Context: an optimization exercise on an open-source flow, tuned for small area, a short achievable clock period and few clock cycles. The choices shown serve that exercise and are no tape-out recipe. At most, simulation tests tie the RTL to the original design; equivalence was not proved.

v7:
==> flow/design.v (excerpt) <==
module fundamental_milestone (
		input logic Clock_50,
		input logic Resetn,
		input logic m1_enable,
		input logic [15:0] SRAM_read_data,
		output logic [15:0] SRAM_write_data,
		output logic SRAM_we_n,
		output logic [17:0] SRAM_address,
		output logic m1_disable
		);
clock: 16.0 ns
lec_check: 0
cap_margin: 20
core_margin: 2
core_utilization: 40
cts_cluster_diameter: 70
cts_cluster_size: 36
gpl_timing_driven: 1
place_density: 0.6
slew_margin: 20
synth_hierarchical: 1
synth_minimum_keep_size: 0
setup_slack_margin: 11.8
standard.sh (not shown) runs the stock make flow with config.mk's settings and CLKGATE_MAP_FILE= SYNTH_SCRIPT=/design/flow/synth_recipe.tcl, a recipe that flattens the netlist after the stock synthesis.
==> flow/flow/run.sh <==
#!/bin/bash
set -euo pipefail
cat >> config.mk <<'EOC'
export SETUP_SLACK_MARGIN = 11.8
EOC
bash standard.sh > standard.log 2>&1
Edits applied to the flow inputs when going from v7 to v26:
Settings: clearing GPL_TIMING_DRIVEN, which used to be 1.
[summary]
Delta (v26 minus v7): count of clock-buffer cells in the layout held steady, number of sequential storage elements held steady, worst setup slack held steady.
There was hardly any difference in total placed cells including tap cells between v7 and v26.
Compared with v7, in v26 fraction of final layout cells with drive strength greater than 1 about even, critical path depth flat, area growth from synthesis to layout stayed essentially flat, final antenna diode count about even.
v26 -> v7: final critical path time including I/O delays and setup delta 0, exact match
No functional check of the RTL was part of any run of this note.

---

fundamental_milestone, a different RTL version from the one above (not shown whole).
For scale: about 1,900 cells after synthesis, ~360 flip-flops, roughly 55 I/O pins, about 23,000 um2 of cells after synthesis.
export LEC_CHECK = 0
export CAP_MARGIN = 20
export CORE_MARGIN = 2
export CORE_UTILIZATION = 40
export CTS_CLUSTER_DIAMETER = 70
export CTS_CLUSTER_SIZE = 36
export PLACE_DENSITY = 0.6
export SLEW_MARGIN = 20
export SYNTH_HIERARCHICAL = 1
export SYNTH_MINIMUM_KEEP_SIZE = 0
export SETUP_SLACK_MARGIN = 11.8
create_clock -name core_clock -period 16.0 [get_ports {Clock_50}]
Scripts as last shown in full above: flow/flow/run.sh
Testbench counts at the start, summed over its fixed seeds: cycles 1,536,200.
Rerun with:
==> flow/flow/run.sh (replaced) <==
#!/bin/bash
set -euo pipefail
cat >> config.mk <<'EOC'
export SETUP_SLACK_MARGIN = 12.0
EOC
bash standard.sh > standard.log 2>&1
SETUP_SLACK_MARGIN = 12.0   (was 11.8)
=>
- final cell count hardly moves
- first-iteration DRC count goes down by about 10%
- routed wire length stays flat
- global-route usage hardly moves
- clock-buffer cell count increases by 5
- clock skew decreases by 0.0046 ns
- register-to-register slack got worse by 0.03 ns
- setup slack degrades by 0.030 ns
- via count went down by 0.83%
Rerun with:
==> flow/flow/run.sh (replaced) <==
#!/bin/bash
set -euo pipefail
cat >> config.mk <<'EOC'
export SETUP_SLACK_MARGIN = 11.8
EOC
bash standard.sh > standard.log 2>&1
CTS_CLUSTER_DIAMETER = 60   (was 70)
CTS_CLUSTER_SIZE = 30   (was 36)
SETUP_SLACK_MARGIN = 11.8   (was 12.0)
What happened: Sequential share of layout area hardly moves. Maximum frequency grows slightly.
Rerun with:
==> flow/flow/run.sh (replaced) <==
#!/bin/bash
set -euo pipefail
cat >> config.mk <<'EOC'
export SETUP_SLACK_MARGIN = 11.6
EOC
bash standard.sh > standard.log 2>&1
CTS_CLUSTER_DIAMETER = 70   (was 60)
CTS_CLUSTER_SIZE = 36   (was 30)
SETUP_SLACK_MARGIN = 11.6   (was 11.8)
=>
- global-route usage shrinks by 0.52 points
- synthesized area is unchanged
- register-to-register slack gets worse by 0.095 ns
- fmax shrinks by 2.0%

---

Another version of the RTL of fundamental_milestone (not shown whole).
Size in the first run: about 370 flip-flops, roughly 55 I/O pins.
==> flow/config.mk <==
export PLATFORM = sky130hd
export DESIGN_NAME = fundamental_milestone
export DESIGN_NICKNAME = fundamental_milestone
export VERILOG_FILES = /design/flow/design.v
export SDC_FILE = /design/flow/constraint.sdc
export NUM_CORES = 4
export LEC_CHECK = 0
export CAP_MARGIN = 20
export CORE_MARGIN = 2
export CORE_UTILIZATION = 40
export PLACE_DENSITY = 0.6
export SLEW_MARGIN = 20
export SYNTH_HIERARCHICAL = 1
export SYNTH_MINIMUM_KEEP_SIZE = 0
export SETUP_SLACK_MARGIN = 11.8
==> flow/constraint.sdc <==
create_clock -name core_clock -period 16.0 [get_ports {Clock_50}]
set_input_delay 3.2000 -clock core_clock [delete_from_list [all_inputs] [get_ports {Clock_50}]]
set_output_delay 3.2000 -clock core_clock [all_outputs]
set_load 0.01 [all_outputs]
==> flow/flow/run.sh <==
#!/bin/bash
set -euo pipefail
cat >> config.mk <<'EOC'
export SETUP_SLACK_MARGIN = 11.8
EOC
bash standard.sh > standard.log 2>&1
The first run produced a clean layout.
Rerun with:
- CTS_CLUSTER_DIAMETER: default -> 60
- CTS_CLUSTER_SIZE: default -> 30
Outcome: The new run completed without violations. Count of clock-buffer cells in the layout is lower by 13. Maximum frequency stays flat. Wire length is lower by 0.45%. Synthesized area stays the same. Setup slack barely changes. Synthesized cell count does not change. Design area is lower by 1.0%. Via count is lower by 0.92%. Utilization is lower by 0.48 points.
Rerun with:
- CTS_CLUSTER_DIAMETER: 60 -> 50
- CTS_CLUSTER_SIZE: 30 -> 24
Cell count is higher by 0.63%.
Clock skew came out higher by 0.021 ns.
Maximum frequency is about the same.
Sequential cell count does not change.
Wire length is about the same.
Non-clock buffer count rose by 4.
Function was not checked in any run of this note: the RTL went through the layout flow alone.

---

== run 1 ==
fundamental_milestone, a different RTL version from the one above (not shown whole).
Size in the first run: roughly 360 flip-flops, about 55 I/O pins, roughly 23000 µm² of cells after synthesis.
==> flow/config.mk <==
export PLATFORM = sky130hd
export DESIGN_NAME = fundamental_milestone
export DESIGN_NICKNAME = fundamental_milestone
export VERILOG_FILES = /design/flow/design.v
export SDC_FILE = /design/flow/constraint.sdc
export NUM_CORES = 4
export LEC_CHECK = 0
export CAP_MARGIN = 20
export CORE_MARGIN = 2
export CORE_UTILIZATION = 40
export CTS_BUF_LIST = sky130_fd_sc_hd__clkbuf_8 sky130_fd_sc_hd__clkbuf_16
export CTS_CLUSTER_DIAMETER = 70
export CTS_CLUSTER_SIZE = 36
export PLACE_DENSITY = 0.6
export SLEW_MARGIN = 20
export SYNTH_HIERARCHICAL = 1
export SYNTH_MINIMUM_KEEP_SIZE = 0
export SETUP_SLACK_MARGIN = 11.8
==> flow/constraint.sdc <==
create_clock -name core_clock -period 16.0 [get_ports {Clock_50}]
set_input_delay 3.2000 -clock core_clock [delete_from_list [all_inputs] [get_ports {Clock_50}]]
set_output_delay 3.2000 -clock core_clock [all_outputs]
set_load 0.01 [all_outputs]
Scripts as last shown in full above: flow/flow/run.sh
Testbench counts of run 1, summed over its fixed seeds: cycles 1,536,200.
Modified inputs, run 2 compared to run 1
diff --git a/flow/config.mk b/flow/config.mk
--- a/flow/config.mk
+++ b/flow/config.mk
@@ -10,5 +10,4 @@
 export CORE_UTILIZATION = 40
-export CTS_BUF_LIST = sky130_fd_sc_hd__clkbuf_8 sky130_fd_sc_hd__clkbuf_16
-export CTS_CLUSTER_DIAMETER = 70
-export CTS_CLUSTER_SIZE = 36
+export CTS_CLUSTER_DIAMETER = 80
+export CTS_CLUSTER_SIZE = 40
 export PLACE_DENSITY = 0.6
==> comparison <==
Run 2 — count of instances resized after the clock tree is built 2 higher, run 1 as reference. Reported for run 1 and run 2, total die area turned out identical to the last digit. Run 2: wire length is 180 µm higher than what run 1 reported. On total cell area at the placement stage, run 1 and run 2 are basically level.
Modified inputs, run 3 compared to run 2
diff --git a/flow/config.mk b/flow/config.mk
--- a/flow/config.mk
+++ b/flow/config.mk
@@ -9,6 +9,6 @@
 export CORE_MARGIN = 2
-export CORE_UTILIZATION = 40
-export CTS_CLUSTER_DIAMETER = 80
-export CTS_CLUSTER_SIZE = 40
-export PLACE_DENSITY = 0.6
+export CORE_UTILIZATION = 50
+export CTS_CLUSTER_DIAMETER = 70
+export CTS_CLUSTER_SIZE = 36
+export PLACE_DENSITY = 0.65
 export SLEW_MARGIN = 20
Compared to run 2, the router laid down less metal wire for run 3.
Compared to run 2, run 3 shows a wider setup margin.
Run 3 and run 2 ended up with roughly the same final net count.
### run 3 -> run 4
diff --git a/flow/config.mk b/flow/config.mk
--- a/flow/config.mk
+++ b/flow/config.mk
@@ -9,6 +9,6 @@
 export CORE_MARGIN = 2
-export CORE_UTILIZATION = 50
+export CORE_UTILIZATION = 40
 export CTS_CLUSTER_DIAMETER = 70
 export CTS_CLUSTER_SIZE = 36
-export PLACE_DENSITY = 0.65
+export PLACE_DENSITY = 0.5
 export SLEW_MARGIN = 20
Results
Re synthesized cell count: no difference whatsoever between run 4 and run 3. Compared to run 3, run 4 has via count about 1.1% lower. Diff run 3 -> run 4: data arrival time of the critical path +30 ps, final weighted congestion of routability-driven global placement +0.84%, final core utilization -11 points, aggregate routed wire length climbed 7.7%.

==> static timing again, ports no longer ideal <==
The results above use ideal ports. As a check the final layouts listed here were re-extracted and re-timed, cells and wires unchanged. Step 1 assumes that a clkbuf_16 drives the clock port and a buf_2 every other input. Step 2 times the ports against the registers' clock, not the clock port: input delays grow and output delays shrink by t, the midpoint of the rising clock arrivals with the driver on. a / b / c = no drivers / after step 1 / after step 2; a / b = the first two.
run | shift t [ns] | slack for setup (ns) | clock arrival spread, ns
v7 | 0.633 | 11.605 / 11.547 / 11.776 | 0.036 / 0.037
v26 | 0.633 | 11.605 / 11.547 / 11.776 | 0.036 / 0.037
the first run of note 2 | 0.633 | 11.599 / 11.543 / 11.638 | 0.029 / 0.028
the second run of note 2 | 0.652 | 11.569 / 11.514 / 11.609 | 0.022 / 0.022
the third run of note 2 | 0.615 | 11.614 / 11.556 / 11.619 | 0.047 / 0.047
the fourth run of note 2 | 0.633 | 11.525 / 11.525 / 11.525 | 0.020 / 0.020
the first run of note 3 | 0.634 | 11.584 / 11.522 / 11.431 | 0.026 / 0.026
the second run of note 3 | 0.617 | 11.584 / 11.521 / 11.449 | 0.027 / 0.027
the third run of note 3 | 0.620 | 11.576 / 11.516 / 11.429 | 0.047 / 0.048
run 1 | 0.643 | 11.728 / 11.667 / 11.737 | 0.051 / 0.051
run 2 | 0.637 | 11.700 / 11.640 / 11.745 | 0.029 / 0.029
run 3 | 0.623 | 11.705 / 11.650 / 11.743 | 0.017 / 0.017
run 4 | 0.647 | 11.683 / 11.623 / 11.815 | 0.033 / 0.033
After both steps every run listed still meets setup and hold. The setup slack of the first run of note 3, which loses most, moves by -0.062 ns with the drivers and by -0.153 ns with both steps.
